Context: an optimization exercise on an open-source flow, tuned for small area. The choices shown serve that exercise and are no tape-out recipe. RTL that was checked went through simulation tests only; none was proved equivalent to the original. For run 1, only the layout was checked, not whether the RTL still works.

==> flow/design.v (outline; a module is shown in full before it is edited, if it fits) <==
// module Motor_Controller: 202 lines
// module slt: 11 lines
// module inc32: 9 lines
// module mac16: 915 lines
module Motor_Controller
#(
parameter
      CLK_FREQUENCY     = 8'd4,       
      PWM_PERIOD        = 16'd2016,   
      SPEED_CTRL_PERIOD = 16'd2       
)
(
    input in_rst_n,
    input in_clk,
    input in_module_en,
    input in_fwd_dir,
    input in_PID_passby,
    input in_phA,
    input in_phB,
    input [15:0] in_speed_set,
    output reg [15:0] out_cur_speed,
    input [15:0] in_kp_param,
    input [15:0] in_ki_param,
    input [15:0] in_pid_out_max,
    input [15:0] in_pid_out_min,
    input [31:0] in_pid_ui_limit,
    output reg out_reg_PWMdir,
    output out_w_PWM
);
  // ...
==> flow/flow/run.sh <==
#!/bin/bash
# Own layout flow: the standard synthesis, then a signal-polarity clean-up of
# the mapped netlist (flow/polopt.py: removes inverters around full adders and
# picks inverted/non-inverted gate twins), then the standard layout of that
# netlist, with the smallest buffer on the ports.
set -euo pipefail
W=$(pwd)
R=$W/orfs/results/$FLOW_PLATFORM/Motor_Controller/base
LIB=$FLOW_HOME/platforms/$FLOW_PLATFORM/lib/sky130_fd_sc_hd__tt_025C_1v80.lib
bash standard.sh synth > $W/synth.log 2>&1
cp $R/1_2_yosys.v $W/1_2_yosys.std.v
python3 $W/flow/polopt.py $W/1_2_yosys.std.v $R/1_2_yosys.v $LIB > $W/polopt.log 2>&1
rm -f $R/1_synth.odb
bash standard.sh 'BUFFER_PORTS_ARGS=-buffer_cell sky130_fd_sc_hd__buf_1' finish > $W/layout.log 2>&1
==> flow/flow/polopt.py <==
#!/usr/bin/env python3
"""Signal-polarity optimisation of a mapped sky130hd netlist (after synthesis).

Every internal inverter is dissolved; then each full adder may be used in
inverted polarity (a full adder is self-dual: FA(~a,~b,~c) = (~sum, ~cout)),
and each simple gate may be swapped for its output-inverted twin (and2 <->
nand2, a21o <-> a21oi, ...).  A local search picks the choice with the least
cell area (inverters added where a consumer needs the other polarity plus the
area change of swapped gates).  Flip-flops, ports and the logic function are
left unchanged.

usage: polopt.py in.v out.v liberty.lib"""
import re, sys, random, math

src, dst, lib = sys.argv[1], sys.argv[2], sys.argv[3]
text = open(src).read()
libtxt = open(lib).read()
AREA = {}
for m in re.finditer(r'cell \("(sky130_fd_sc_hd__\w+)"\)\s*\{(.*?)\n\s*area\s*:\s*([\d.]+)', libtxt, re.S):
    AREA[m.group(1)] = float(m.group(3))
INV_AREA = AREA['sky130_fd_sc_hd__inv_1']

PAIRS = [('and2', 'nand2'), ('and3', 'nand3'), ('and4', 'nand4'), ('or2', 'nor2'), ('or3', 'nor3'),
         ('or4', 'nor4'), ('xor2', 'xnor2'), ('xor3', 'xnor3'), ('a21o', 'a21oi'), ('o21a', 'o21ai'),
         ('a22o', 'a22oi'), ('o22a', 'o22ai'), ('a211o', 'a211oi'), ('o211a', 'o211ai'),
         ('a31o', 'a31oi'), ('o31a', 'o31ai'), ('a2bb2o', 'a2bb2oi'), ('o2bb2a', 'o2bb2ai'),
         ('a32o', 'a32oi'), ('o32a', 'o32ai'), ('a221o', 'a221oi'), ('o221a', 'o221ai'),
         ('a311o', 'a311oi'), ('o311a', 'o311ai'), ('a2111o', 'a2111oi'), ('o2111a', 'o2111ai'),
         ('and2b', 'nand2b'), ('or2b', 'nor2b'), ('and3b', 'nand3b'), ('or3b', 'nor3b'),
         ('and4b', 'nand4b'), ('or4b', 'nor4b'), ('a21bo', 'a21boi'), ('o21ba', 'o21bai'),
         ('mux2', 'mux2i'), ('and4bb', 'nand4bb'), ('or4bb', 'nor4bb'), ('a41o', 'a41oi'),
         ('o41a', 'o41ai'), ('buf', 'inv'), ('clkbuf', 'clkinv')]
TWIN = {}
for a, b in PAIRS:
    TWIN[a] = b
    TWIN[b] = a
def twin_type(typ):
    m = re.match(r'sky130_fd_sc_hd__(\w+?)_(\d+)$', typ)
    if not m or m.group(1) not in TWIN:
        return None
    t = TWIN[m.group(1)]
    for d in (m.group(2), '1', '2'):
        cand = 'sky130_fd_sc_hd__%s_%s' % (t, d)
        if cand in AREA:
            return cand
    return None

OUTPINS = {'X', 'Y', 'Q', 'Q_N', 'SUM', 'COUT', 'HI', 'LO'}
cell_re = re.compile(r'^(\s*)(sky130_fd_sc_hd__\w+)\s+(\\\S+\s|\S+)\s*\((.*?)\);\n', re.M | re.S)
pin_re = re.compile(r'\.(\w+)\(\s*(.*?)\s*\)\s*(?:,|$)', re.S)
cells = []
for m in cell_re.finditer(text):
    typ, name, body = m.group(2), m.group(3), m.group(4)
    pins = [(p, n.strip()) for p, n in pin_re.findall(body)]
    cells.append({'typ': typ, 'name': name, 'pins': pins, 'span': m.span()})

ports = set()
for m in re.finditer(r'^\s*(input|output|inout)\s+(\[[^\]]*\]\s*)?(\S+?)\s*;', text, re.M):
    ports.add(m.group(3))
fixed = set()
for m in re.finditer(r'^\s*assign\s+(.*?);', text, re.M | re.S):
    for tok in re.findall(r'\\\S+|[A-Za-z_][\w$]*(?:\[\d+\])?', m.group(1)):
        fixed.add(tok.strip())
def base(n):
    return n.lstrip('\\').strip().split('[')[0]
def is_fixed(n):
    return n in fixed or base(n) in ports or "'" in n
def is_inv(c):
    return re.match(r'sky130_fd_sc_hd__(clk)?inv_\d+$', c['typ']) is not None
def is_fa(c):
    return re.match(r'sky130_fd_sc_hd__fa_\d+$', c['typ']) is not None

drv = {}
for i, c in enumerate(cells):
    for p, n in c['pins']:
        if p in OUTPINS:
            drv[n] = (i, p)
coll = set()
for i, c in enumerate(cells):
    if is_inv(c):
        d = dict(c['pins'])
        if not is_fixed(d['A']) and not is_fixed(d['Y']):
            coll.add(i)
memo = {}
def root(n):
    if n in memo:
        return memo[n]
    if n in drv and drv[n][0] in coll:
        r, par = root(dict(cells[drv[n][0]]['pins'])['A'])
        res = (r, par ^ 1)
    else:
        res = (n, 0)
    memo[n] = res
    return res

cons = []
for i, c in enumerate(cells):
    if i in coll:
        continue
    for k, (p, n) in enumerate(c['pins']):
        if p in OUTPINS or p == 'CLK':
            continue
        r, par = root(n)
        cons.append((i, k, r, par))

# flippable cells: kind 'fa' (inputs and outputs flip) or 'gate' (output flips, type swaps)
flip = {}
kind = {}
delta = {}
for i, c in enumerate(cells):
    if i in coll:
        continue
    outs_fixed = any(is_fixed(n) for p, n in c['pins'] if p in OUTPINS)
    if outs_fixed:
        continue
    if is_fa(c):
        flip[i] = 0; kind[i] = 'fa'; delta[i] = 0.0
    else:
        t = twin_type(c['typ'])
        if t and sum(1 for p, n in c['pins'] if p in OUTPINS) == 1:
            flip[i] = 0; kind[i] = 'gate'; delta[i] = AREA[t] - AREA[c['typ']]

def q(r):
    if r in drv and drv[r][0] in flip:
        return flip[drv[r][0]]
    return 0
cnt = {}
by_cell = {}
for (i, k, r, par) in cons:
    need = par ^ (flip[i] if kind.get(i) == 'fa' else 0)
    cnt.setdefault(r, [0, 0])[need] += 1
    if kind.get(i) == 'fa':
        by_cell.setdefault(i, []).append((r, par))
outs = {i: [n for p, n in cells[i]['pins'] if p in OUTPINS] for i in flip}
def rcost(r):
    c = cnt.get(r)
    if c is None:
        return 0.0
    return INV_AREA if c[1 - q(r)] > 0 else 0.0
def ccost(i):
    return delta[i] if flip[i] else 0.0
def toggle(i):
    for (r, par) in by_cell.get(i, []):
        need = par ^ flip[i]
        cnt[r][need] -= 1
        cnt[r][need ^ 1] += 1
    flip[i] ^= 1
def total():
    return sum(rcost(r) for r in cnt) + sum(ccost(i) for i in flip)
start = total()
keys = list(flip)
aff_of = {i: set(r for r, _ in by_cell.get(i, [])) | set(outs[i]) for i in keys}
best = start
best_flip = dict(flip)
for seed in range(8):
    random.seed(seed)
    # restart from the all-zero assignment
    for i in keys:
        if flip[i]:
            toggle(i)
    cur = start
    T0 = 4.0
    steps = 300 * len(keys)
    for s_ in range(steps):
        T = max(0.02, T0 * (1 - s_ / steps))
        i = random.choice(keys)
        aff = aff_of[i]
        before = sum(rcost(r) for r in aff) + ccost(i)
        toggle(i)
        after = sum(rcost(r) for r in aff) + ccost(i)
        d = after - before
        if d <= 0 or random.random() < math.exp(-d / T):
            cur += d
            if cur < best - 1e-9:
                best = cur
                best_flip = dict(flip)
        else:
            toggle(i)
# restore best
for i in keys:
    if flip[i] != best_flip[i]:
        toggle(i)
final = total()

newinv = {}
extra_wires = []
extra_cells = []
def esc(n):
    return n + ' ' if n.startswith('\\') else n
def net_for(r, need):
    if need == q(r):
        return r
    if r not in newinv:
        k = len(newinv)
        w = 'pinv_%d_n' % k
        newinv[r] = w
        extra_wires.append('  wire %s;\n' % w)
        extra_cells.append('  sky130_fd_sc_hd__inv_1 pinv_%d (\n    .A(%s),\n    .Y(%s)\n  );\n' % (k, esc(r), w))
    return newinv[r]
newpins = {}
for (i, k, r, par) in cons:
    need = par ^ (flip[i] if kind.get(i) == 'fa' else 0)
    newpins[(i, k)] = net_for(r, need)

out = []
pos = 0
nswap = 0
for i, c in enumerate(cells):
    s, e = c['span']
    out.append(text[pos:s])
    pos = e
    if i in coll:
        continue
    typ = c['typ']
    swap = kind.get(i) == 'gate' and flip[i]
    if swap:
        typ = twin_type(typ)
        nswap += 1
    pins = []
    for k, (p, n) in enumerate(c['pins']):
        if swap and p in ('X', 'Y'):
            p = 'Y' if p == 'X' else 'X'
        pins.append('    .%s(%s)' % (p, esc(newpins.get((i, k), n))))
    name = c['name'] if c['name'].endswith(' ') or not c['name'].startswith('\\') else c['name'] + ' '
    out.append('  %s %s(\n%s\n  );\n' % (typ, name if name.endswith(' ') else name + ' ', ',\n'.join(pins)))
tail = text[pos:]
body = ''.join(out)
idx = body.find('  sky130_fd_sc_hd__')
body = body[:idx] + ''.join(extra_wires) + body[idx:]
tail = tail.replace('endmodule', ''.join(extra_cells) + 'endmodule', 1)
open(dst, 'w').write(body + tail)
print('polopt: %d cells, %d inverters dissolved, %d added, %d FAs inverted, %d gates swapped; '
      'polarity cost %.1f -> %.1f um2' % (len(cells), len(coll), len(newinv),
      sum(1 for i in flip if kind[i] == 'fa' and flip[i]), nswap, start, final))
if len(sys.argv) > 4:
    from collections import Counter
    dk = Counter(); ck = Counter()
    for r in cnt:
        if rcost(r):
            d = cells[drv[r][0]]['typ'].replace('sky130_fd_sc_hd__', '') + '.' + drv[r][1] if r in drv else 'port'
            dk[d] += 1
    for (i, k, r, par) in cons:
        need = par ^ (flip[i] if kind.get(i) == 'fa' else 0)
        if need != q(r):
            ck[cells[i]['typ'].replace('sky130_fd_sc_hd__', '') + '.' + cells[i]['pins'][k][0]] += 1
    print('drivers', dk.most_common(12))
    print('consumers', ck.most_common(16))
==> flow/standard.sh <==
#!/bin/bash
# synth_recipe.tcl (not shown) runs the flow's synth.tcl, then flattens the netlist and writes it again
# the make line also repeats each setting of config.mk as NAME=value (left out here)
make -C /OpenROAD-flow-scripts/flow DESIGN_CONFIG=/design/flow/config.mk WORK_HOME=/design/flow/orfs CLKGATE_MAP_FILE= SYNTH_SCRIPT=/design/flow/synth_recipe.tcl "${@:-finish}"
==> flow/config.mk <==
export PLATFORM = sky130hd
export DESIGN_NAME = Motor_Controller
export DESIGN_NICKNAME = Motor_Controller
export VERILOG_FILES = /design/flow/design.v
export SDC_FILE = /design/flow/constraint.sdc
export NUM_CORES = 4
export LEC_CHECK = 0
export CAP_MARGIN = 20
export CORE_MARGIN = 2
export CORE_UTILIZATION = 40
export CTS_BUF_LIST = sky130_fd_sc_hd__clkbuf_4 sky130_fd_sc_hd__clkbuf_8
export GPL_TIMING_DRIVEN = 0
export SLEW_MARGIN = 20
==> flow/constraint.sdc <==
create_clock -name core_clock -period 10.0 [get_ports {in_clk}]
set_input_delay 2.0000 -clock core_clock [delete_from_list [all_inputs] [get_ports {in_clk}]]
set_output_delay 2.0000 -clock core_clock [all_outputs]
set_load 0.01 [all_outputs]
==> flow_summary.yaml, run 1 <==
routing:
  firstDrtPassIters: 6
  drt_iter0_drc: 1972
  wl_per_cell_um: 25.47
outcome:
  status: "timing/DRC/antenna clean"
timing:
  maxSlewHeadroom_pct: 16.95
  period_needed_ps: 9777
  worst_pin_slew_ps: 1211
layout:
  instances_no_fill: 2892
  buffers: 267
  dominant_cells: "multi-input gates"
  multi_input_area_um2: 14980
  mostFrequentLayoutCells: "fa_1 (285), nand2_1 (204), inv_1 (179)"
  num-multi-input-gates: 1640
  nets: 2772
  diodes: 2
global_routing:
  antenna_found_initial: 4
hold_path:
  hold_end: "b1"
  hold_depth: 0
setup_path:
  cp.depth: 31
  setup.worst_path.start: "in_PID_passby"
clocking:
  clock_path_buffers: 2
  tritoncts: "yes"
die:
  rows: 80
==> module Motor_Controller, before the edit <==
module Motor_Controller
#(
parameter
      CLK_FREQUENCY     = 8'd4,       
      PWM_PERIOD        = 16'd2016,   
      SPEED_CTRL_PERIOD = 16'd2       
)
(
    input in_rst_n,
    input in_clk,
    input in_module_en,
    input in_fwd_dir,
    input in_PID_passby,
    input in_phA,
    input in_phB,
    input [15:0] in_speed_set,
    output reg [15:0] out_cur_speed,
    input [15:0] in_kp_param,
    input [15:0] in_ki_param,
    input [15:0] in_pid_out_max,
    input [15:0] in_pid_out_min,
    input [31:0] in_pid_ui_limit,
    output reg out_reg_PWMdir,
    output out_w_PWM
);
localparam CW = (PWM_PERIOD > 16'd8192) ? 15 : (PWM_PERIOD > 16'd4096) ? 13 :
                (PWM_PERIOD > 16'd2048) ? 12 : (PWM_PERIOD > 16'd1024) ? 11 :
                (PWM_PERIOD > 16'd512) ? 10 : (PWM_PERIOD > 16'd256) ? 9 :
                (PWM_PERIOD > 16'd128) ? 8 : (PWM_PERIOD > 16'd64) ? 7 :
                (PWM_PERIOD > 16'd32) ? 6 : 5;
localparam [CW-1:0] LAST = PWM_PERIOD - 1;
localparam [2:0] P0F = 3'b000, P1 = 3'b001, P2 = 3'b011, P3 = 3'b010,
                 P4 = 3'b110, P5 = 3'b111, P6 = 3'b101, P0 = 3'b100;
reg [2:0] st;
wire idle = (st == P0F) | (st == P0);
wire s_p1 = (st == P1);
wire s_p2 = (st == P2);
wire s_p4 = (st == P4);
wire s_p5 = (st == P5);
wire spe;
always @(posedge in_clk) begin
    if (!in_rst_n) st <= P0F;
    else case (st)
        P0F, P0: if (in_module_en) st <= P1;
        P1: st <= P2;
        P2: st <= P3;
        P3: st <= P4;
        P4: st <= P5;
        P5: st <= P6;
        P6: if (spe) st <= P0;
        default: st <= P0F;
    endcase
end
reg [1:0] ph;             
reg [CW-1:0] count;       
reg started;              
wire tick = (ph == 2'd1);
wire [CW:0] cc;           
wire [CW-1:0] cnext;
assign cc[0] = tick;
genvar i;
generate for (i = 0; i < CW; i = i + 1) begin : g_cnt
    assign cnext[i] = count[i] ^ cc[i];
    assign cc[i+1] = count[i] & cc[i];
end endgenerate
wire czero = ~in_rst_n | (tick & ((count & LAST) == LAST));
always @(posedge in_clk) begin
    if (!in_rst_n) begin
        ph <= 2'd0;
        started <= 1'b0;
    end else begin
        ph <= ph + 2'd1;
        if (tick) started <= 1'b1;
    end
    count <= czero ? {CW{1'b0}} : cnext;
end
assign spe = started & tick & (count == {CW{1'b0}});
reg [CW-1:0] pwm_thres;
reg thres_big;
wire [CW:0] pc;
assign pc[0] = 1'b0;
generate for (i = 0; i < CW; i = i + 1) begin : g_pwm
    assign pc[i+1] = (pwm_thres[i] & ~count[i]) | (pwm_thres[i] & pc[i]) | (~count[i] & pc[i]);
end endgenerate
assign out_w_PWM = pc[CW] | thres_big;
reg a0, a1, b0, b1;
always @(posedge in_clk) begin
    a0 <= in_phA; a1 <= a0;
    b0 <= in_phB; b1 <= b0;
end
wire cnt_en = a0 ^ a1 ^ b0 ^ b1;
reg sA, sB, dir;
always @(posedge in_clk or negedge in_rst_n) begin
    if (!in_rst_n) begin
        sA <= 1'b0; sB <= 1'b0; dir <= 1'b0;
    end else if ((in_phA ^ sA) ^ (in_phB ^ sB)) begin
        sA <= in_phA; sB <= in_phB;
        dir <= sB ^ in_phA;
    end
end
reg [15:0] cnter;
wire enc_clr = (st == P0F) | s_p2;
wire [15:0] cbase = enc_clr ? 16'd0 : cnter;
wire [16:0] ec;
wire [15:0] enext;
assign ec[0] = 1'b0;
generate for (i = 0; i < 16; i = i + 1) begin : g_enc
    wire bi = (i == 0) ? cnt_en : (cnt_en & dir);
    assign enext[i] = cbase[i] ^ bi ^ ec[i];
    assign ec[i+1] = (cbase[i] & bi) | (cbase[i] & ec[i]) | (bi & ec[i]);
end endgenerate
wire csat = enext[15] & ~(|enext[14:0]);
wire csat_up = csat & ~dir;
always @(posedge in_clk) begin
    cnter <= {enext[15] & ~csat_up, enext[14:1] | {14{csat_up}}, enext[0] | csat};
end
reg [31:0] ui;           
reg [31:0] x;            
reg [15:0] t16;          
reg tovh, tovl;          
wire [15:0] err = t16;
wire [15:0] o5 = t16;
wire sel7 = tovh;
wire [16:0] rc;
wire [15:0] err_d;
assign rc[0] = 1'b1;
generate for (i = 0; i < 16; i = i + 1) begin : g_err
    wire bi = ~cnter[i] | in_PID_passby;
    assign err_d[i] = in_speed_set[i] ^ bi ^ rc[i];
    assign rc[i+1] = (in_speed_set[i] & bi) | (in_speed_set[i] & rc[i]) | (bi & rc[i]);
end endgenerate
wire [15:0] ki_e = in_PID_passby ? 16'd0 : in_ki_param;
wire [15:0] kp_e = in_PID_passby ? 16'd256 : in_kp_param;
wire [15:0] max_e = in_PID_passby ? PWM_PERIOD : in_pid_out_max;
wire [15:0] min_e = in_PID_passby ? (16'd0 - PWM_PERIOD) : in_pid_out_min;
wire [15:0] m_a = st[0] ? ki_e : kp_e;
wire [31:0] m_c = st[0] ? ui : 32'd0;
wire [31:0] prod;
mac16 u_mac (.a(m_a), .b(err), .c(m_c), .s(prod));
wire [31:0] lim = in_pid_ui_limit;
wire [31:0] nlim;
inc32 u_neg (.a(~lim), .y(nlim));
wire gt, lt;
slt #(32) u_gt (.a(lim), .b(ui), .y(gt));
wire [31:0] clamp = gt ? lim : (lt ? nlim : ui);
slt #(32) u_lt (.a(ui), .b(nlim), .y(lt));
wire [16:0] oc;
wire [15:0] o3;
assign oc[0] = 1'b0;
generate for (i = 0; i < 16; i = i + 1) begin : g_o3
    assign o3[i] = x[i+8] ^ t16[i] ^ oc[i];
    assign oc[i+1] = (x[i+8] & t16[i]) | (x[i+8] & oc[i]) | (t16[i] & oc[i]);
end endgenerate
wire c9, c3, t12, t13;
slt #(16) u_c9 (.a(max_e), .b(t16), .y(c9));
slt #(16) u_c3 (.a(t16), .b(min_e), .y(c3));
slt #(16) u_12 (.a(max_e), .b(o3), .y(t12));
slt #(16) u_13 (.a(o3), .b(min_e), .y(t13));
wire t9 = tovh | (~tovl & c9);
wire t3 = tovl | (~tovh & c3);
wire cl = t9 | t3;
wire [15:0] o6 = sel7 ? max_e : o5;
wire [16:0] mc;
wire [15:0] mag;
assign mc[0] = o6[15];
generate for (i = 0; i < 16; i = i + 1) begin : g_mag
    wire v = o6[i] ^ o6[15];
    assign mag[i] = v ^ mc[i];
    assign mc[i+1] = v & mc[i];
end endgenerate
wire [15:0] thr16 = in_PID_passby ? mag : {mag[10:0], 5'd0};
always @(posedge in_clk) begin
    x <= in_PID_passby ? 32'd0 : clamp;
    if (~st[1]) t16 <= err_d;
    else if (~st[0]) t16 <= st[2] ? (t9 ? max_e : ((t3 | t13) ? min_e : o3)) : prod[23:8];
    tovh <= st[2] ? (t12 & ~cl) : (~prod[31] & (prod[30:23] != 8'h00));
    tovl <= prod[31] & (prod[30:23] != 8'hff);
end
always @(posedge in_clk) begin
    if (!in_rst_n) ui <= 32'd0;
    else if (s_p2) ui <= prod;
    else if (s_p4 & ~cl) ui <= x;
end
always @(posedge in_clk) begin
    if (!in_rst_n) begin
        out_cur_speed <= 16'd0;
        out_reg_PWMdir <= 1'b0;
        pwm_thres <= {CW{1'b0}};
        thres_big <= 1'b0;
    end else begin
        if (s_p1) out_cur_speed <= cnter;
        if (s_p5) begin
            out_reg_PWMdir <= o6[15] ^ ~in_fwd_dir;
            pwm_thres <= thr16[CW-1:0];
            thres_big <= |thr16[15:CW];
        end else if (idle & ~in_module_en) begin
            pwm_thres <= {CW{1'b0}};
            thres_big <= 1'b0;
        end
    end
end
endmodule
==> run 2: changes to the inputs <==
--- a/flow/design.v
+++ b/flow/design.v
@@ -111,17 +111,19 @@
     assign ec[i+1] = (cbase[i] & bi) | (cbase[i] & ec[i]) | (bi & ec[i]);
 end endgenerate
 wire csat = enext[15] & ~(|enext[14:0]);
 wire csat_up = csat & ~dir;
 always @(posedge in_clk) begin
     cnter <= {enext[15] & ~csat_up, enext[14:1] | {14{csat_up}}, enext[0] | csat};
 end
 reg [31:0] ui;           
+reg incf;                
 reg [31:0] x;            
+reg lt3;                 
 reg [15:0] t16;          
 reg tovh, tovl;          
 wire [15:0] err = t16;
 wire [15:0] o5 = t16;
 wire sel7 = tovh;
 wire [16:0] rc;
 wire [15:0] err_d;
 assign rc[0] = 1'b1;
@@ -132,27 +134,25 @@
 end endgenerate
 wire [15:0] ki_e = in_PID_passby ? 16'd0 : in_ki_param;
 wire [15:0] kp_e = in_PID_passby ? 16'd256 : in_kp_param;
 wire [15:0] max_e = in_PID_passby ? PWM_PERIOD : in_pid_out_max;
 wire [15:0] min_e = in_PID_passby ? (16'd0 - PWM_PERIOD) : in_pid_out_min;
 wire [15:0] m_a = st[0] ? ki_e : kp_e;
 wire [31:0] m_c = st[0] ? ui : 32'd0;
 wire [31:0] prod;
-mac16 u_mac (.a(m_a), .b(err), .c(m_c), .s(prod));
+mac16 u_mac (.a(m_a), .b(err), .c(m_c), .ci(st[0] & incf), .s(prod));
 wire [31:0] lim = in_pid_ui_limit;
-wire [31:0] nlim;
-inc32 u_neg (.a(~lim), .y(nlim));
 wire gt, lt;
 slt #(32) u_gt (.a(lim), .b(ui), .y(gt));
-wire [31:0] clamp = gt ? lim : (lt ? nlim : ui);
-slt #(32) u_lt (.a(ui), .b(nlim), .y(lt));
+sneg #(32) u_lt (.a(ui), .b(lim), .y(lt));
+wire [31:0] clamp = gt ? lim : (lt ? ~lim : ui);
 wire [16:0] oc;
 wire [15:0] o3;
-assign oc[0] = 1'b0;
+assign oc[0] = lt3 & (&x[7:0]);
 generate for (i = 0; i < 16; i = i + 1) begin : g_o3
     assign o3[i] = x[i+8] ^ t16[i] ^ oc[i];
     assign oc[i+1] = (x[i+8] & t16[i]) | (x[i+8] & oc[i]) | (t16[i] & oc[i]);
 end endgenerate
 wire c9, c3, t12, t13;
 slt #(16) u_c9 (.a(max_e), .b(t16), .y(c9));
 slt #(16) u_c3 (.a(t16), .b(min_e), .y(c3));
 slt #(16) u_12 (.a(max_e), .b(o3), .y(t12));
@@ -167,25 +167,33 @@
 generate for (i = 0; i < 16; i = i + 1) begin : g_mag
     wire v = o6[i] ^ o6[15];
     assign mag[i] = v ^ mc[i];
     assign mc[i+1] = v & mc[i];
 end endgenerate
 wire [15:0] thr16 = in_PID_passby ? mag : {mag[10:0], 5'd0};
 always @(posedge in_clk) begin
     x <= in_PID_passby ? 32'd0 : clamp;
+    lt3 <= ~in_PID_passby & ~gt & lt;
     if (~st[1]) t16 <= err_d;
     else if (~st[0]) t16 <= st[2] ? (t9 ? max_e : ((t3 | t13) ? min_e : o3)) : prod[23:8];
     tovh <= st[2] ? (t12 & ~cl) : (~prod[31] & (prod[30:23] != 8'h00));
     tovl <= prod[31] & (prod[30:23] != 8'hff);
 end
 always @(posedge in_clk) begin
-    if (!in_rst_n) ui <= 32'd0;
-    else if (s_p2) ui <= prod;
-    else if (s_p4 & ~cl) ui <= x;
+    if (!in_rst_n) begin
+        ui <= 32'd0;
+        incf <= 1'b0;
+    end else if (s_p2) begin
+        ui <= prod;
+        incf <= 1'b0;
+    end else if (s_p4 & ~cl) begin
+        ui <= x;
+        incf <= lt3;
+    end
 end
 always @(posedge in_clk) begin
     if (!in_rst_n) begin
         out_cur_speed <= 16'd0;
         out_reg_PWMdir <= 1'b0;
         pwm_thres <= {CW{1'b0}};
         thres_big <= 1'b0;
     end else begin
@@ -207,26 +215,26 @@
 genvar i;
 generate for (i = 0; i < N; i = i + 1) begin : g
     wire ai = (i == N-1) ? ~a[i] : a[i];
     wire bi = (i == N-1) ? ~b[i] : b[i];
     assign c[i+1] = (bi & ~ai) | (bi & c[i]) | (~ai & c[i]);
 end endgenerate
 assign y = c[N];
 endmodule
-module inc32 (input [31:0] a, output [31:0] y);
-wire [32:0] c;
-assign c[0] = 1'b1;
+module sneg #(parameter N = 32) (input [N-1:0] a, input [N-1:0] b, output y);
+wire [N:0] c;
+assign c[0] = 1'b0;
 genvar i;
-generate for (i = 0; i < 32; i = i + 1) begin : g
-    assign y[i] = a[i] ^ c[i];
-    assign c[i+1] = a[i] & c[i];
+generate for (i = 0; i < N; i = i + 1) begin : g
+    assign c[i+1] = (a[i] & b[i]) | (a[i] & c[i]) | (b[i] & c[i]);
 end endgenerate
+assign y = a[N-1] ^ b[N-1] ^ c[N];
 endmodule
-module mac16(input [15:0] a, input [15:0] b, input [31:0] c, output [31:0] s);
+module mac16(input [15:0] a, input [15:0] b, input [31:0] c, input ci, output [31:0] s);
 wire pp1, pp2, pp3, pp4, pp5, pp6, pp7, pp8, pp9, pp10, pp11, pp12, pp13, pp14, pp15, pp16;
 wire pp17, pp18, pp19, pp20, pp21, pp22, pp23, pp24, pp25, pp26, pp27, pp28, pp29, pp30, pp31, pp32;
 wire pp33, pp34, pp35, pp36, pp37, pp38, pp39, pp40, pp41, pp42, pp43, pp44, pp45, pp46, pp47, pp48;
 wire pp49, pp50, pp51, pp52, pp53, pp54, pp55, pp56, pp57, pp58, pp59, pp60, pp61, pp62, pp63, pp64;
 wire pp65, pp66, pp67, pp68, pp69, pp70, pp71, pp72, pp73, pp74, pp75, pp76, pp77, pp78, pp79, pp80;
 wire pp81, pp82, pp83, pp84, pp85, pp86, pp87, pp88, pp89, pp90, pp91, pp92, pp93, pp94, pp95, pp96;
 wire pp97, pp98, pp99, pp100, pp101, pp102, pp103, pp104, pp105, pp106, pp107, pp108, pp109, pp110, pp111, pp112;
 wire pp113, pp114, pp115, pp116, pp117, pp118, pp119, pp120, pp121, pp122, pp123, pp124, pp125, pp126, pp127, pp128;
@@ -264,23 +272,23 @@
 wire s625, c626, s627, c628, s629, c630, s631, c632, s633, c634, s635, c636, s637, c638, s639, c640;
 wire s641, c642, s643, c644, s645, c646, s647, c648, s649, c650, s651, c652, s653, c654, s655, c656;
 wire s657, c658, s659, c660, s661, c662, s663, c664, s665, c666, s667, c668, s669, c670, s671, c672;
 wire s673, c674, s675, c676, s677, c678, s679, c680, s681, c682, s683, c684, s685, c686, s687, c688;
 wire s689, c690, s691, c692, s693, c694, s695, c696, s697, c698, s699, c700, s701, c702, s703, c704;
 wire s705, c706, s707, c708, s709, c710, s711, c712, s713, c714, s715, c716, s717, c718, s719, c720;
 wire s721, c722, s723, c724, s725, c726, s727, c728, s729, c730, s731, c732, s733, c734, s735, c736;
 wire s737, c738, s739, c740, s741, c742, s743, c744, s745, c746, s747, c748, s749, c750, s751, c752;
-wire s753, c754, s755, c756, s757, c758, s759, c760, s761, c762, s763, c764, s765, c766, s767, h768;
-wire s769, h770, s771, h772, s773, p774, c775, s776, c777, s778, c779, s780, c781, s782, c783, s784;
-wire h785, s786, h787, s788, h789, s790, p791, c792, s793, c794, s795, c796, s797, c798, s799, c800;
-wire s801, h802, s803, h804, s805, h806, s807, p808, c809, s810, c811, s812, c813, s814, c815, s816;
-wire c817, s818, h819, s820, h821, s822, h823, s824, p825, c826, s827, c828, s829, c830, s831, c832;
-wire s833, c834, s835, h836, s837, h838, s839, h840, s841, p842, c843, s844, c845, s846, c847, s848;
-wire c849, s850, c851, s852, h853, s854, h855, s856, h857, s858;
+wire s753, c754, s755, c756, s757, c758, s759, c760, s761, c762, s763, c764, s765, c766, s767, c768;
+wire s769, h770, s771, h772, s773, h774, s775, p776, c777, s778, c779, s780, c781, s782, c783, s784;
+wire c785, s786, h787, s788, h789, s790, h791, s792, p793, c794, s795, c796, s797, c798, s799, c800;
+wire s801, c802, s803, h804, s805, h806, s807, h808, s809, p810, c811, s812, c813, s814, c815, s816;
+wire c817, s818, c819, s820, h821, s822, h823, s824, h825, s826, p827, c828, s829, c830, s831, c832;
+wire s833, c834, s835, c836, s837, h838, s839, h840, s841, h842, s843, p844, c845, s846, c847, s848;
+wire c849, s850, c851, s852, c853, s854, h855, s856, h857, s858, h859, s860;
 assign pp1 = a[0] & b[0];
 assign pp2 = a[0] & b[1];
 assign pp3 = a[0] & b[2];
 assign pp4 = a[0] & b[3];
 assign pp5 = a[0] & b[4];
 assign pp6 = a[0] & b[5];
 assign pp7 = a[0] & b[6];
 assign pp8 = a[0] & b[7];
@@ -951,188 +959,190 @@
 assign s673 = c614 ^ s617 ^ c616;
 assign c674 = (c614 & s617) | (c616 & (c614 ^ s617));
 assign s675 = pp253 ^ c618 ^ s621;
 assign c676 = (pp253 & c618) | (s621 & (pp253 ^ c618));
 assign s677 = c[29] ^ pp254 ^ pp255;
 assign c678 = (c[29] & pp254) | (pp255 & (c[29] ^ pp254));
 assign s679 = 1'b1 ^ c[30];
 assign c680 = 1'b1 & c[30];
-assign s681 = c[1] ^ pp2;
-assign c682 = c[1] & pp2;
-assign s683 = pp17 ^ pp31 ^ s623;
-assign c684 = (pp17 & pp31) | (s623 & (pp17 ^ pp31));
-assign s685 = c624 ^ s523 ^ s625;
-assign c686 = (c624 & s523) | (s625 & (c624 ^ s523));
-assign s687 = c626 ^ s525 ^ s627;
-assign c688 = (c626 & s525) | (s627 & (c626 ^ s525));
-assign s689 = c628 ^ s531 ^ s629;
-assign c690 = (c628 & s531) | (s629 & (c628 ^ s531));
-assign s691 = c630 ^ s535 ^ s631;
-assign c692 = (c630 & s535) | (s631 & (c630 ^ s535));
-assign s693 = s539 ^ c632 ^ s633;
-assign c694 = (s539 & c632) | (s633 & (s539 ^ c632));
-assign s695 = s543 ^ c634 ^ s635;
-assign c696 = (s543 & c634) | (s635 & (s543 ^ c634));
-assign s697 = c636 ^ s547 ^ s637;
-assign c698 = (c636 & s547) | (s637 & (c636 ^ s547));
-assign s699 = s551 ^ c638 ^ s639;
-assign c700 = (s551 & c638) | (s639 & (s551 ^ c638));
-assign s701 = s555 ^ c640 ^ s641;
-assign c702 = (s555 & c640) | (s641 & (s555 ^ c640));
-assign s703 = s559 ^ c642 ^ s643;
-assign c704 = (s559 & c642) | (s643 & (s559 ^ c642));
-assign s705 = s563 ^ c644 ^ s645;
-assign c706 = (s563 & c644) | (s645 & (s563 ^ c644));
-assign s707 = c646 ^ s567 ^ s647;
-assign c708 = (c646 & s567) | (s647 & (c646 ^ s567));
-assign s709 = s571 ^ c648 ^ s649;
-assign c710 = (s571 & c648) | (s649 & (s571 ^ c648));
-assign s711 = s575 ^ c650 ^ s651;
-assign c712 = (s575 & c650) | (s651 & (s575 ^ c650));
-assign s713 = s579 ^ c652 ^ s653;
-assign c714 = (s579 & c652) | (s653 & (s579 ^ c652));
-assign s715 = s583 ^ c654 ^ s655;
-assign c716 = (s583 & c654) | (s655 & (s583 ^ c654));
-assign s717 = s587 ^ c656 ^ s657;
-assign c718 = (s587 & c656) | (s657 & (s587 ^ c656));
-assign s719 = c588 ^ s659 ^ c658;
-assign c720 = (c588 & s659) | (c658 & (c588 ^ s659));
-assign s721 = s595 ^ c660 ^ s661;
-assign c722 = (s595 & c660) | (s661 & (s595 ^ c660));
-assign s723 = c596 ^ s663 ^ c662;
-assign c724 = (c596 & s663) | (c662 & (c596 ^ s663));
-assign s725 = s603 ^ c664 ^ s665;
-assign c726 = (s603 & c664) | (s665 & (s603 ^ c664));
-assign s727 = s607 ^ c666 ^ s667;
-assign c728 = (s607 & c666) | (s667 & (s607 ^ c666));
-assign s729 = s611 ^ s669 ^ c668;
-assign c730 = (s611 & s669) | (c668 & (s611 ^ s669));
-assign s731 = c612 ^ s671 ^ c670;
-assign c732 = (c612 & s671) | (c670 & (c612 ^ s671));
-assign s733 = s619 ^ c672 ^ s673;
-assign c734 = (s619 & c672) | (s673 & (s619 ^ c672));
-assign s735 = c620 ^ s675 ^ c674;
-assign c736 = (c620 & s675) | (c674 & (c620 ^ s675));
-assign s737 = c622 ^ s677 ^ c676;
-assign c738 = (c622 & s677) | (c676 & (c622 ^ s677));
-assign s739 = s679 ^ pp256 ^ c678;
-assign c740 = (s679 & pp256) | (c678 & (s679 ^ pp256));
-assign s741 = 1'b1 ^ c[31] ^ c680;
-assign c742 = (1'b1 & c[31]) | (c680 & (1'b1 ^ c[31]));
-assign s743 = c[0] ^ pp1;
-assign c744 = c[0] & pp1;
-assign s745 = s681 ^ pp16 ^ c744;
-assign c746 = (s681 & pp16) | (c744 & (s681 ^ pp16));
+assign s681 = c[0] ^ ci;
+assign c682 = c[0] & ci;
+assign s683 = c[1] ^ pp2 ^ pp16;
+assign c684 = (c[1] & pp2) | (pp16 & (c[1] ^ pp2));
+assign s685 = pp17 ^ pp31 ^ s623;
+assign c686 = (pp17 & pp31) | (s623 & (pp17 ^ pp31));
+assign s687 = c624 ^ s523 ^ s625;
+assign c688 = (c624 & s523) | (s625 & (c624 ^ s523));
+assign s689 = c626 ^ s525 ^ s627;
+assign c690 = (c626 & s525) | (s627 & (c626 ^ s525));
+assign s691 = c628 ^ s531 ^ s629;
+assign c692 = (c628 & s531) | (s629 & (c628 ^ s531));
+assign s693 = c630 ^ s535 ^ s631;
+assign c694 = (c630 & s535) | (s631 & (c630 ^ s535));
+assign s695 = s539 ^ c632 ^ s633;
+assign c696 = (s539 & c632) | (s633 & (s539 ^ c632));
+assign s697 = s543 ^ c634 ^ s635;
+assign c698 = (s543 & c634) | (s635 & (s543 ^ c634));
+assign s699 = c636 ^ s547 ^ s637;
+assign c700 = (c636 & s547) | (s637 & (c636 ^ s547));
+assign s701 = s551 ^ c638 ^ s639;
+assign c702 = (s551 & c638) | (s639 & (s551 ^ c638));
+assign s703 = s555 ^ c640 ^ s641;
+assign c704 = (s555 & c640) | (s641 & (s555 ^ c640));
+assign s705 = s559 ^ c642 ^ s643;
+assign c706 = (s559 & c642) | (s643 & (s559 ^ c642));
+assign s707 = s563 ^ c644 ^ s645;
+assign c708 = (s563 & c644) | (s645 & (s563 ^ c644));
+assign s709 = c646 ^ s567 ^ s647;
+assign c710 = (c646 & s567) | (s647 & (c646 ^ s567));
+assign s711 = s571 ^ c648 ^ s649;
+assign c712 = (s571 & c648) | (s649 & (s571 ^ c648));
+assign s713 = s575 ^ c650 ^ s651;
+assign c714 = (s575 & c650) | (s651 & (s575 ^ c650));
+assign s715 = s579 ^ c652 ^ s653;
+assign c716 = (s579 & c652) | (s653 & (s579 ^ c652));
+assign s717 = s583 ^ c654 ^ s655;
+assign c718 = (s583 & c654) | (s655 & (s583 ^ c654));
+assign s719 = s587 ^ c656 ^ s657;
+assign c720 = (s587 & c656) | (s657 & (s587 ^ c656));
+assign s721 = c588 ^ s659 ^ c658;
+assign c722 = (c588 & s659) | (c658 & (c588 ^ s659));
+assign s723 = s595 ^ c660 ^ s661;
+assign c724 = (s595 & c660) | (s661 & (s595 ^ c660));
+assign s725 = c596 ^ s663 ^ c662;
+assign c726 = (c596 & s663) | (c662 & (c596 ^ s663));
+assign s727 = s603 ^ c664 ^ s665;
+assign c728 = (s603 & c664) | (s665 & (s603 ^ c664));
+assign s729 = s607 ^ c666 ^ s667;
+assign c730 = (s607 & c666) | (s667 & (s607 ^ c666));
+assign s731 = s611 ^ s669 ^ c668;
+assign c732 = (s611 & s669) | (c668 & (s611 ^ s669));
+assign s733 = c612 ^ s671 ^ c670;
+assign c734 = (c612 & s671) | (c670 & (c612 ^ s671));
+assign s735 = s619 ^ c672 ^ s673;
+assign c736 = (s619 & c672) | (s673 & (s619 ^ c672));
+assign s737 = c620 ^ s675 ^ c674;
+assign c738 = (c620 & s675) | (c674 & (c620 ^ s675));
+assign s739 = c622 ^ s677 ^ c676;
+assign c740 = (c622 & s677) | (c676 & (c622 ^ s677));
+assign s741 = s679 ^ pp256 ^ c678;
+assign c742 = (s679 & pp256) | (c678 & (s679 ^ pp256));
+assign s743 = 1'b1 ^ c[31] ^ c680;
+assign c744 = (1'b1 & c[31]) | (c680 & (1'b1 ^ c[31]));
+assign s745 = s681 ^ pp1;
+assign c746 = s681 & pp1;
 assign s747 = c682 ^ s683 ^ c746;
 assign c748 = (c682 & s683) | (c746 & (c682 ^ s683));
 assign s749 = c684 ^ s685 ^ c748;
 assign c750 = (c684 & s685) | (c748 & (c684 ^ s685));
 assign s751 = c686 ^ s687 ^ c750;
 assign c752 = (c686 & s687) | (c750 & (c686 ^ s687));
 assign s753 = c688 ^ s689 ^ c752;
 assign c754 = (c688 & s689) | (c752 & (c688 ^ s689));
 assign s755 = c690 ^ s691 ^ c754;
 assign c756 = (c690 & s691) | (c754 & (c690 ^ s691));
 assign s757 = c692 ^ s693 ^ c756;
 assign c758 = (c692 & s693) | (c756 & (c692 ^ s693));
-assign s759 = c694 ^ s695;
-assign c760 = c694 & s695;
-assign s761 = c696 ^ s697 ^ c760;
-assign c762 = (c696 & s697) | (c760 & (c696 ^ s697));
+assign s759 = c694 ^ s695 ^ c758;
+assign c760 = (c694 & s695) | (c758 & (c694 ^ s695));
+assign s761 = c696 ^ s697;
+assign c762 = c696 & s697;
 assign s763 = c698 ^ s699 ^ c762;
 assign c764 = (c698 & s699) | (c762 & (c698 ^ s699));
 assign s765 = c700 ^ s701 ^ c764;
 assign c766 = (c700 & s701) | (c764 & (c700 ^ s701));
-assign s767 = s759 ^ c758;
-assign h768 = s759 & c758;
-assign s769 = s761 ^ h768;
-assign h770 = s761 & h768;
+assign s767 = c702 ^ s703 ^ c766;
+assign c768 = (c702 & s703) | (c766 & (c702 ^ s703));
+assign s769 = s761 ^ c760;
+assign h770 = s761 & c760;
 assign s771 = s763 ^ h770;
 assign h772 = s763 & h770;
 assign s773 = s765 ^ h772;
-assign p774 = s759 & s761 & s763 & s765;
-assign c775 = c766 | (c758 & p774);
-assign s776 = c702 ^ s703;
-assign c777 = c702 & s703;
-assign s778 = c704 ^ s705 ^ c777;
-assign c779 = (c704 & s705) | (c777 & (c704 ^ s705));
+assign h774 = s765 & h772;
+assign s775 = s767 ^ h774;
+assign p776 = s761 & s763 & s765 & s767;
+assign c777 = c768 | (c760 & p776);
+assign s778 = c704 ^ s705;
+assign c779 = c704 & s705;
 assign s780 = c706 ^ s707 ^ c779;
 assign c781 = (c706 & s707) | (c779 & (c706 ^ s707));
 assign s782 = c708 ^ s709 ^ c781;
 assign c783 = (c708 & s709) | (c781 & (c708 ^ s709));
-assign s784 = s776 ^ c775;
-assign h785 = s776 & c775;
-assign s786 = s778 ^ h785;
-assign h787 = s778 & h785;
+assign s784 = c710 ^ s711 ^ c783;
+assign c785 = (c710 & s711) | (c783 & (c710 ^ s711));
+assign s786 = s778 ^ c777;
+assign h787 = s778 & c777;
 assign s788 = s780 ^ h787;
 assign h789 = s780 & h787;
 assign s790 = s782 ^ h789;
-assign p791 = s776 & s778 & s780 & s782;
-assign c792 = c783 | (c775 & p791);
-assign s793 = c710 ^ s711;
-assign c794 = c710 & s711;
-assign s795 = c712 ^ s713 ^ c794;
-assign c796 = (c712 & s713) | (c794 & (c712 ^ s713));
+assign h791 = s782 & h789;
+assign s792 = s784 ^ h791;
+assign p793 = s778 & s780 & s782 & s784;
+assign c794 = c785 | (c777 & p793);
+assign s795 = c712 ^ s713;
+assign c796 = c712 & s713;
 assign s797 = c714 ^ s715 ^ c796;
 assign c798 = (c714 & s715) | (c796 & (c714 ^ s715));
 assign s799 = c716 ^ s717 ^ c798;
 assign c800 = (c716 & s717) | (c798 & (c716 ^ s717));
-assign s801 = s793 ^ c792;
-assign h802 = s793 & c792;
-assign s803 = s795 ^ h802;
-assign h804 = s795 & h802;
+assign s801 = c718 ^ s719 ^ c800;
+assign c802 = (c718 & s719) | (c800 & (c718 ^ s719));
+assign s803 = s795 ^ c794;
+assign h804 = s795 & c794;
 assign s805 = s797 ^ h804;
 assign h806 = s797 & h804;
 assign s807 = s799 ^ h806;
-assign p808 = s793 & s795 & s797 & s799;
-assign c809 = c800 | (c792 & p808);
-assign s810 = c718 ^ s719;
-assign c811 = c718 & s719;
-assign s812 = c720 ^ s721 ^ c811;
-assign c813 = (c720 & s721) | (c811 & (c720 ^ s721));
+assign h808 = s799 & h806;
+assign s809 = s801 ^ h808;
+assign p810 = s795 & s797 & s799 & s801;
+assign c811 = c802 | (c794 & p810);
+assign s812 = c720 ^ s721;
+assign c813 = c720 & s721;
 assign s814 = c722 ^ s723 ^ c813;
 assign c815 = (c722 & s723) | (c813 & (c722 ^ s723));
 assign s816 = c724 ^ s725 ^ c815;
 assign c817 = (c724 & s725) | (c815 & (c724 ^ s725));
-assign s818 = s810 ^ c809;
-assign h819 = s810 & c809;
-assign s820 = s812 ^ h819;
-assign h821 = s812 & h819;
+assign s818 = c726 ^ s727 ^ c817;
+assign c819 = (c726 & s727) | (c817 & (c726 ^ s727));
+assign s820 = s812 ^ c811;
+assign h821 = s812 & c811;
 assign s822 = s814 ^ h821;
 assign h823 = s814 & h821;
 assign s824 = s816 ^ h823;
-assign p825 = s810 & s812 & s814 & s816;
-assign c826 = c817 | (c809 & p825);
-assign s827 = c726 ^ s727;
-assign c828 = c726 & s727;
-assign s829 = c728 ^ s729 ^ c828;
-assign c830 = (c728 & s729) | (c828 & (c728 ^ s729));
+assign h825 = s816 & h823;
+assign s826 = s818 ^ h825;
+assign p827 = s812 & s814 & s816 & s818;
+assign c828 = c819 | (c811 & p827);
+assign s829 = c728 ^ s729;
+assign c830 = c728 & s729;
 assign s831 = c730 ^ s731 ^ c830;
 assign c832 = (c730 & s731) | (c830 & (c730 ^ s731));
 assign s833 = c732 ^ s733 ^ c832;
 assign c834 = (c732 & s733) | (c832 & (c732 ^ s733));
-assign s835 = s827 ^ c826;
-assign h836 = s827 & c826;
-assign s837 = s829 ^ h836;
-assign h838 = s829 & h836;
+assign s835 = c734 ^ s735 ^ c834;
+assign c836 = (c734 & s735) | (c834 & (c734 ^ s735));
+assign s837 = s829 ^ c828;
+assign h838 = s829 & c828;
 assign s839 = s831 ^ h838;
 assign h840 = s831 & h838;
 assign s841 = s833 ^ h840;
-assign p842 = s827 & s829 & s831 & s833;
-assign c843 = c834 | (c826 & p842);
-assign s844 = c734 ^ s735;
-assign c845 = c734 & s735;
-assign s846 = c736 ^ s737 ^ c845;
-assign c847 = (c736 & s737) | (c845 & (c736 ^ s737));
+assign h842 = s833 & h840;
+assign s843 = s835 ^ h842;
+assign p844 = s829 & s831 & s833 & s835;
+assign c845 = c836 | (c828 & p844);
+assign s846 = c736 ^ s737;
+assign c847 = c736 & s737;
 assign s848 = c738 ^ s739 ^ c847;
 assign c849 = (c738 & s739) | (c847 & (c738 ^ s739));
 assign s850 = c740 ^ s741 ^ c849;
 assign c851 = (c740 & s741) | (c849 & (c740 ^ s741));
-assign s852 = s844 ^ c843;
-assign h853 = s844 & c843;
-assign s854 = s846 ^ h853;
-assign h855 = s846 & h853;
+assign s852 = c742 ^ s743 ^ c851;
+assign c853 = (c742 & s743) | (c851 & (c742 ^ s743));
+assign s854 = s846 ^ c845;
+assign h855 = s846 & c845;
 assign s856 = s848 ^ h855;
 assign h857 = s848 & h855;
 assign s858 = s850 ^ h857;
-assign s = {s858, s856, s854, s852, s841, s839, s837, s835, s824, s822, s820, s818, s807, s805, s803, s801, s790, s788, s786, s784, s773, s771, s769, s767, s757, s755, s753, s751, s749, s747, s745, s743};
+assign h859 = s850 & h857;
+assign s860 = s852 ^ h859;
+assign s = {s860, s858, s856, s854, s843, s841, s839, s837, s826, s824, s822, s820, s809, s807, s805, s803, s792, s790, s788, s786, s775, s773, s771, s769, s759, s757, s755, s753, s751, s749, s747, s745};
 endmodule
--- a/flow/config.mk
+++ b/flow/config.mk
@@ -4,10 +4,10 @@
 export VERILOG_FILES = /design/flow/design.v
 export SDC_FILE = /design/flow/constraint.sdc
 export NUM_CORES = 4
 export LEC_CHECK = 0
 export CAP_MARGIN = 20
 export CORE_MARGIN = 2
 export CORE_UTILIZATION = 40
 export CTS_BUF_LIST = sky130_fd_sc_hd__clkbuf_4 sky130_fd_sc_hd__clkbuf_8
-export GPL_TIMING_DRIVEN = 0
 export SLEW_MARGIN = 20
+export SYNTH_HIERARCHICAL = 1
==> run 2 against run 1 <==
Effect of this change: cell area fell by 3.0%; wire length fell by 20%; worst hold slack improved by 1.7 ps; clock skew fell by 2.6 ps; non-clock buffer count fell by 49; sequential cell count rose by 2; maximum frequency rose by 0.99%; highest routed layer unchanged; first-iteration DRC count fell by 46%.
==> flow_summary.yaml, run 2 <==
routing:
  wl_per_cell_um: 21.40
  routed_wl_um: 59100
  antenna_left: 0
  drt_iter0_drc: 1074
  firstDrtPassIters: 6
  drc_errors: 0
  vias_per_cell: 5.534
  vias: 15290
die:
  ios: 137
  dieArea_um2: 48940
  rows: 79
  die_y_um: 221.2
  die_w_um: 221.2
  design.core.area_um2: 46560
  start_util_pct: 40.55
logic_synthesis:
  synth.avg_cell_area_um2: 9.272
  synthCells: 2036
  ys_warn_count: 7
  syn_nets: 2517
  syn_area_um2: 18880
flow_run:
  maxCapViolCount: 0
setup_path:
  cp_max_fo: 13
  critPathLaunchType: "flip-flop"
  cp.arrival_ps: 9880
  slowest_delay_ps: 590
  crit_path_top_delay_cell: "fa_1"
  path_class: "reg -> reg"
  critPathRequiredTime_ps: 10200
  end_kind: "flip-flop"
  crit_top_cell: "fa_1"
layout:
  largestRegisters: "ui (32), x (32)"
  drive_above_1_share_pct: 10.77
  nets: 2624
  mostFrequentLayoutCells: "nand2_1 (316), fa_1 (286), inv_1 (166)"
  final_common_cell: "nand2_1"
  fill_cells: 4487
  diodes: 0
  design_area_um2: 20650
  area_growth_pct: 9.399
clocking:
  cts_hold_buffers: 0
  clock_latency_ps: 490
  cts_resized: 0
  cts_root_buf: "clkbuf_8"
  clock_path_buffers: 2
  cts_setup_buffers: 0
  numCtsBuffers: 17
  h-tree-depth: 4
  clk_pin_slew_ps: 90
  clock-sinks: 153
  tritoncts: "yes"
global_routing:
  grt_max_degree: 55
  grt.total_usage_pct: 24.72
  antenna_found_initial: 0
  grt_overflow: 0
  grt_pass1_vias: 16240
  grt_pass1_wl_um: 93970
placed_design:
  numPortBuffers: 136
  place_ws_ps: -145.0
  hpwl_um: 47210
  place_area_um2: 20240
  gp_congestion: 0.9605
outcome:
  status: "timing/DRC/antenna clean"
timing:
  rsz0062_at_grt: "no"
  whs_ps: 369.0
  min_period_over_period_pct: 96.81
  fin_ws_ps: 318.6
  slew_violations: 0
  finalHoldViolCount: 0
  maxSlewHeadroom_pct: 27.36
  finClkSkew_ps: 20.75
  worst_pin_slew_ps: 1090
  period_needed_ps: 9681
  clock.fmax_mhz: 103.3
  setup_viol: 0
hold_path:
  hold_class: "reg -> reg"
[run 2: worst paths after layout]
kind	slack, ps	to	start	depth (start not counted)
max	320	t16[4]	x[0]	29
min	370	b1	b0	0
max reg2reg	320	t16[4]	x[0]	29
min reg2reg	370	b1	b0	0
max in group asynchronous	8360	dir	in_rst_n	1
min in group asynchronous	1390	sB	in_rst_n	1
[run 2: per-layer routing]
metal / vias up / part of all wire (%) / track usage [%] / routed length (µm)
li1: 6926 / - / - / -
met1: 7614 / 41 / 31.85 / 24270
met2: 598 / 48 / 41.19 / 28360
met3: 148 / 6.4 / 4.023 / 3811
met4: 0 / 4.5 / 10.46 / 2661
met5: - / 0 / 0 / 0
[run 2: worst max-delay path: cells and delay by family, from the launching register on]
family	cells	cell delay [ps]
AO/OA/AOI/OAI	5	660
adder cells (fa/ha/maj)	16	7100
buffers and inverters	3	470
flip-flops	1	320
multiplexers	1	360
AND/OR/NAND/NOR	4	490
[run 2: final cells by class]
cell class	count	area (µm²)	share of cell area, %
tap	607	759.5	3.678
clock inverter	13	107.6	0.5211
clock buffer	18	247.7	1.200
timing repair buffer	218	1180	5.713
inverter	172	655.6	3.175
multi-input combinational	1581	14460	70.03
sequential	153	3239	15.69
[run 2: metrics by stage]
step           std cells  setup TNS [ps]  util (%)
6_report            2762               0     44.36
3_5_place_dp        2730          -285.4     43.48
2_1_floorplan       2036               0         -
3_3_place_gp        2730          -73.09     43.46
5_1_grt             2762               0     44.36
4_1_cts             2761               0     44.24
==> run 3: changes to the inputs <==
==> flow/flow/run.sh (replaced) <==
#!/bin/bash
# Own layout flow:
#  1. the standard synthesis (standard.sh synth);
#  2. flow/remap.py maps the combinational logic again with an area-oriented
#     ABC script (flip-flops, full/half adders and their names are kept);
#  3. flow/polopt.py removes inverters around full adders and picks gate
#     polarity twins;
#  4. the standard layout of that netlist, with the smallest port buffer.
set -euo pipefail
W=$(pwd)
R=$W/orfs/results/$FLOW_PLATFORM/Motor_Controller/base
LIB=$FLOW_HOME/platforms/$FLOW_PLATFORM/lib/sky130_fd_sc_hd__tt_025C_1v80.lib
YS=$(command -v yosys || echo $FLOW_HOME/../tools/install/yosys/bin/yosys)
bash standard.sh synth > $W/synth.log 2>&1
cp $R/1_2_yosys.v $W/1_2_yosys.std.v
python3 $W/flow/remap.py $YS $LIB $W/1_2_yosys.std.v $W/1_2_yosys.remap.v > $W/remap.log 2>&1
python3 $W/flow/polopt.py $W/1_2_yosys.remap.v $R/1_2_yosys.v $LIB > $W/polopt.log 2>&1
rm -f $R/1_synth.odb
bash standard.sh 'BUFFER_PORTS_ARGS=-buffer_cell sky130_fd_sc_hd__buf_1' finish > $W/layout.log 2>&1
==> flow/flow/remap.py (new file) <==
#!/usr/bin/env python3
"""Re-map the combinational logic of a mapped netlist with an area-oriented
ABC script. Flip-flops, full and half adders and tie cells stay as they are
(same instances and names); every other cell is read as its liberty function
and mapped again.

usage: remap.py yosys liberty in.v out.v"""
import sys, subprocess, os, re, tempfile
ys, lib, src, dst = sys.argv[1:5]
keep = set(re.findall(r'^\s*(sky130_fd_sc_hd__(?:fa|ha|df|edf|sdf|dl|conb)\w*)\s', open(src).read(), re.M))
d = tempfile.mkdtemp(prefix='remap')
abc = os.path.join(d, 'area.abc')
open(abc, 'w').write('strash\ndc2\ndch -f\nmap -a\nmfs2\nstrash\ndch -f\nmap -a\ntopo\ndnsize\n')
script = os.path.join(d, 'remap.ys')
open(script, 'w').write('''read_liberty -ignore_miss_func %s
read_verilog %s
hierarchy -top Motor_Controller
setattr -mod -set keep_hierarchy 1 %s
flatten
opt_clean
abc -liberty %s -script %s Motor_Controller
opt_clean -purge
select Motor_Controller
write_verilog -noattr -noexpr -nohex -nodec -selected %s
''' % (lib, src, ' '.join(sorted(keep)), lib, abc, dst))
r = subprocess.run([ys, '-q', '-l', dst + '.log', script], capture_output=True, text=True)
sys.exit(r.returncode)
==> run 3 against run 2 <==
Effect of this change: still clean; first-iteration DRC count increased by 70%; core utilization increased by 1.4 points; register-to-register slack better by 300 ps; critical path depth rose by 7; sequential share of layout area grew 1.3 points; die area fell by 10%; non-clock buffer count is 3 lower; maximum frequency increased by 1.3%; synthesized cell count shrank 4.7%; highest routed layer unchanged.
==> flow_summary.yaml, run 3 <==
setup_path:
  path_class: "in -> reg"
  slowest_delay_ps: 530
  setup.worst_path.start: "in_PID_passby"
  critPathRequiredTime_ps: 10400
  end_kind: "flip-flop"
  critPathLaunchType: "primary input"
  crit_top_cell: "fa_1"
  cp.arrival_ps: 9950
  crit-reg2reg-launch: "x[0]"
  cp_max_fo: 25
  crit_path_top_delay_cell: "fa_1"
routing:
  vias_per_cell: 5.793
  drt_iter0_drc: 1828
  routed_wl_um: 61400
  vias: 15790
  wl_per_cell_um: 22.52
  drc_errors: 0
  firstDrtPassIters: 8
  antenna_left: 0
die:
  design.core.area_um2: 41760
  start_util_pct: 40.39
  die_y_um: 209.4
  ios: 137
  die_w_um: 209.4
  rows: 75
  dieArea_um2: 43830
layout:
  diodes: 0
  seq_area_um2: 3238
  final_common_cell: "nand2_1"
  nets: 2655
  post-route-util_pct: 45.76
  drive_above_1_share_pct: 6.310
  mostFrequentLayoutCells: "nand2_1 (303), fa_1 (294), nor2_1 (253)"
  area_growth_pct: 13.28
  largestRegisters: "ui (32), x (32)"
  fill_cells: 4127
  multi_input_area_um2: 12630
hold_path:
  worstHoldStart: "b0"
  hold_class: "reg -> reg"
global_routing:
  grt_overflow: 0
  grt.total_usage_pct: 28.57
  grt_max_degree: 39
  antenna_found_initial: 0
  grt_pass1_vias: 15940
  grt_pass1_wl_um: 94740
timing:
  finClkSkew_ps: 15.41
  worst_pin_slew_ps: 1045
  fin_ws_ps: 446.6
  maxSlewHeadroom_pct: 30.24
  clock.fmax_mhz: 104.7
  setup_viol: 0
  period_needed_ps: 9553
  whs_ps: 377.9
  rsz0062_at_grt: "no"
  min_period_over_period_pct: 95.53
  slew_violations: 0
  finalHoldViolCount: 0
clocking:
  clock-sinks: 153
  h-tree-depth: 4
  numCtsBuffers: 17
  cts_resized: 0
  tritoncts: "yes"
  clock_latency_ps: 470
  cts_setup_buffers: 0
  cts_hold_buffers: 0
  clk_pin_slew_ps: 100
  clock_path_buffers: 2
  cts_root_buf: "clkbuf_8"
placed_design:
  place_ws_ps: -23.17
  gp_congestion: 0.9784
  hpwl_um: 49930
  numPortBuffers: 136
outcome:
  status: "timing/DRC/antenna clean"
flow_run:
  maxCapViolCount: 0
logic_synthesis:
  syn_nets: 2421
  ys_warn_count: 7
  syn_area_um2: 16870
  synth.avg_cell_area_um2: 8.695
  synthCells: 1940
## run 3: changes by cell type in the layout (fill, tap and decap cells not counted), moves of 43 or more
cell | previous run | this run
nor2_1 | 151 | 253
a21oi_1 | 44 | 132
mux2i_1 | 63 | 1
nor2b_1 | 61 | 0
inv_1 | 166 | 226
o21ai_0 | 34 | 88
nand2b_1 | 53 | 0
o22ai_1 | 21 | 70
clkinv_1 | 0 | 45
and2_1 | 68 | 25
## run 3: cell type report
| cell class | count | area share, % |
|---|---|---|
| clock buffers | 19 | 1.336 |
| clock inverters | 13 | 0.7007 |
| inverters | 271 | 5.324 |
| multi-input cells | 1516 | 66.11 |
| flip-flops and latches | 153 | 16.95 |
| well taps | 539 | 3.530 |
| repair buffers | 215 | 6.057 |
## run 3: worst max-delay path, delay by kind of cell
kind,cells,cell delay (ps)
fa+ha+maj,12,4560
compound gates,6,1190
buf+inv,8,1020
simple gates,7,610
xor+xnor,3,540
## run 3: layer usage
layer	up-vias	global-route usage [%]	wire length, µm
met5	-	0	0
met4	0	10.10	2496
met3	151	6.210	5647
met2	795	45.22	27870
met1	7872	38.82	25380
li1	6974	-	-
## run 3: final timing paths
| kind | to | slack [ps] | cells after the start |
|---|---|---|---|
| setup / recovery | ui[31] | 450 | 36 |
| hold / removal | b1 | 380 | 0 |
| setup reg to reg | t16[13] | 620 | 27 |
| hold reg to reg | b1 | 380 | 0 |
| max in group asynchronous | sA | 8160 | 2 |
| min in group asynchronous | dir | 1550 | 2 |
## run 3: per-stage QoR
| step | instance area (µm²) | instances | setup TNS (ps) |
|---|---|---|---|
| floorplan | 16870 | 1940 | 0 |
| global placement | 18670 | 2692 | 0 |
| detailed placement | 18670 | 2692 | -42.80 |
| CTS | 19060 | 2724 | 0 |
| global route | 19110 | 2726 | 0 |
| finish | 19110 | 2726 | 0 |
==> run 4: changes to the inputs <==
--- a/flow/flow/remap.py
+++ b/flow/flow/remap.py
@@ -8,6 +8,8 @@
 import sys, subprocess, os, re, tempfile
 ys, lib, src, dst = sys.argv[1:5]
 keep = set(re.findall(r'^\s*(sky130_fd_sc_hd__(?:fa|ha|df|edf|sdf|dl|conb)\w*)\s', open(src).read(), re.M))
+libcells = re.findall(r'cell \("(sky130_fd_sc_hd__\w+)"\)', open(lib).read())
+dont = ' '.join('-dont_use ' + c for c in libcells if 'lpflow' in c or 'probe' in c)
 d = tempfile.mkdtemp(prefix='remap')
 abc = os.path.join(d, 'area.abc')
 open(abc, 'w').write('strash\ndc2\ndch -f\nmap -a\nmfs2\nstrash\ndch -f\nmap -a\ntopo\ndnsize\n')
@@ -18,10 +20,10 @@
 setattr -mod -set keep_hierarchy 1 %s
 flatten
 opt_clean
-abc -liberty %s -script %s Motor_Controller
+abc -liberty %s %s -script %s Motor_Controller
 opt_clean -purge
 select Motor_Controller
 write_verilog -noattr -noexpr -nohex -nodec -selected %s
-''' % (lib, src, ' '.join(sorted(keep)), lib, abc, dst))
+''' % (lib, src, ' '.join(sorted(keep)), lib, dont, abc, dst))
 r = subprocess.run([ys, '-q', '-l', dst + '.log', script], capture_output=True, text=True)
 sys.exit(r.returncode)
--- a/flow/config.mk
+++ b/flow/config.mk
@@ -9,5 +9,6 @@
 export CORE_MARGIN = 2
 export CORE_UTILIZATION = 40
 export CTS_BUF_LIST = sky130_fd_sc_hd__clkbuf_4 sky130_fd_sc_hd__clkbuf_8
+export GPL_TIMING_DRIVEN = 0
 export SLEW_MARGIN = 20
 export SYNTH_HIERARCHICAL = 1
==> run 4 against run 3 <==
Effect of this change: highest routed layer unchanged; cell area grew 1.8%; largest cell class unchanged; maximum frequency shrank 0.78%; worst hold slack lost 1.6 ps; cell count shrank 0.40%; clock-buffer cell count shrank 2.
==> flow_summary.yaml, run 4 <==
hold_path:
  hold_depth: 0
  hold_end: "a1"
  hold_class: "reg -> reg"
  worstHoldStart: "a0"
routing:
  vias: 15750
  antenna_left: 0
  routed_wl_um: 61180
  drc_errors: 0
  vias_per_cell: 5.800
  drt_iter0_drc: 2072
  wl_per_cell_um: 22.53
  firstDrtPassIters: 8
timing:
  whs_ps: 376.3
  worst_pin_slew_ps: 1080
  finClkSkew_ps: 18.40
  clock.fmax_mhz: 103.9
  setup_viol: 0
  slew_violations: 0
  period_needed_ps: 9629
  maxSlewHeadroom_pct: 27.95
  min_period_over_period_pct: 96.29
  finalHoldViolCount: 0
clocking:
  h-tree-depth: 4
  clock_path_buffers: 2
  clock_latency_ps: 510
  cts_root_buf: "clkbuf_8"
  clock-sinks: 153
  numCtsBuffers: 17
  tritoncts: "yes"
  cts_hold_buffers: 0
  clk_pin_slew_ps: 110
logic_synthesis:
  synth.avg_cell_area_um2: 8.733
  synthCells: 1934
  syn_area_um2: 16890
  syn_nets: 2415
  ys_warn_count: 7
placed_design:
  place_area_um2: 18370
  hpwl_um: 47380
  numPortBuffers: 136
  gp_congestion: 0.9505
  place_inst: 2628
setup_path:
  cp_max_fo: 20
  slowest_delay_ps: 480
  r2r_cells: 27
  crit_top_cell: "fa_1"
  crit-reg2reg-launch: "x[7]"
  path_class: "reg -> reg"
  crit_path_top_delay_cell: "fa_1"
  cp_top_family: "adder cells"
  reg2reg_slack_ps: 370
  critPathLaunchType: "flip-flop"
  worstReg2RegEnd: "t16[15]"
  critPathBufInv: 2
  critPathRequiredTime_ps: 10240
  cp.arrival_ps: 9870
  end_kind: "flip-flop"
die:
  rows: 75
  design.core.area_um2: 41850
  ios: 137
  die_w_um: 209.5
  dieArea_um2: 43880
  die_y_um: 209.5
  start_util_pct: 40.35
flow_run:
  maxCapViolCount: 0
global_routing:
  grt.total_usage_pct: 27.90
  grt_overflow: 0
  grt_max_degree: 44
  antenna_found_initial: 0
  grt_pass1_vias: 15810
  grt_pass1_wl_um: 92380
layout:
  post-route-util_pct: 46.46
  mostFrequentLayoutCells: "nand2_1 (299), fa_1 (292), nor2_1 (250)"
  area_growth_pct: 15.14
  final_common_cell: "nand2_1"
  diodes: 0
  largestRegisters: "ui (32), x (32)"
  nets: 2644
  instances_no_fill: 2715
  design_area_um2: 19440
  drive_above_1_share_pct: 7.399
outcome:
  status: "timing/DRC/antenna clean"
## run 4: worst reg2reg max path: stages (launching register included)
cell	delay, ps
dfxtp_1	320
nand4_1	90
nor3_1	100
fa_1	460
fa_1	480
fa_1	470
fa_1	470
fa_1	470
fa_1	460
fa_1	460
fa_1	470
fa_1	460
fa_1	470
fa_1	460
fa_1	480
fa_1	460
fa_1	460
fa_1	440
xnor2_1	190
xor2_1	130
inv_1	120
o22ai_1	70
o22ai_1	260
nand3_4	260
inv_2	280
a21oi_1	130
o21ai_1	280
o221ai_1	180
## run 4: stage by stage
| stage | setup WS (ps) | setup TNS (ps) |
|---|---|---|
| 3_3_place_gp | -6485 | -251970 |
| 4_1_cts | 14.52 | 0 |
| 6_report | 371.2 | 0 |
| 3_5_place_dp | -2261 | -33100 |
| 2_1_floorplan | 184.6 | 0 |
| 5_1_grt | -18.19 | -18.19 |
## run 4: worst max path at each step
stage	start	endpoint	slack [ps]	depth (start not counted)
2_1_floorplan	in_PID_passby	ui[31]	180	29
3_3_place_gp	in_PID_passby	tovl	-6480	30
3_5_place_dp	in_PID_passby	tovl	-2260	34
4_1_cts	in_PID_passby	tovl	10	35
5_1_grt	x[7]	t16[15]	-20	27
6_report	x[7]	t16[15]	370	27
## run 4: cell type report
| cell class | instances | area [µm²] |
|---|---|---|
| Fill cell | 4176 | 22410 |
| Multi-Input combinational cell | 1518 | 12740 |
| Sequential cell | 153 | 3239 |
| Inverter | 263 | 1037 |
| Timing Repair inverter | 1 | 11.26 |
| Clock inverter | 15 | 200.2 |
| Tap cell | 539 | 674.4 |
| Clock buffer | 17 | 234.0 |
| Timing Repair Buffer | 209 | 1305 |
## run 4: timing repair
item,CTS,global route
resized for setup,16,19
cloned,0,4
setup endpoints to repair,31,7
pin swaps,9,15
buffers inserted,17,31
## run 4: per-layer routing
metal	vias up	track usage [%]	routed length [µm]	part of all wire, %
met1	7843	37.89	25170	41
met5	-	0	0	0
li1	6961	-	-	-
met3	134	5.521	5789	9.5
met4	0	9.611	2028	3.3
met2	809	44.77	28200	46

-- afterwards: timing with drivers on the ports --
How much do the figures lean on ideal ports? The routed layouts below were timed once more, with nothing changed but the port constraints. Step 1 sets driving cells, clkbuf_16 on the clock port and buf_2 on the other inputs (assumed; they add their load-dependent delay and slew). Step 2 adds t to the input delays and takes it off the output delays; t is the mean of the earliest and latest rising clock arrival at the registers after step 1. Input paths then give back, and output paths get back, about the clock's delay inside the block. Three values: ideal ports, drivers, drivers and shift; two values: the first two.
run | t (ns) | slack for setup (ns) | worst hold slack (ns) | worst slew at a driven data input, ns | cell pins on the clock port's net
run 1 | 0.526 | 0.223 / 0.244 / -0.282 | 0.367 / 0.367 / 0.367 | 0.08 | 1
run 2 | 0.531 | 0.319 / 0.319 / -0.107 | 0.369 / 0.369 / 0.369 | 0.06 | 1
run 3 | 0.508 | 0.447 / 0.471 / -0.038 | 0.378 / 0.378 / 0.378 | 0.06 | 1
run 4 | 0.550 | 0.371 / 0.310 / -0.240 | 0.376 / 0.376 / 0.376 | 0.17 | 1
With both steps, setup timing fails in every run listed, where it was met with ideal ports. For run 4, which loses most, drivers alone change the setup slack by -0.061 ns; drivers and shift together by -0.611 ns.
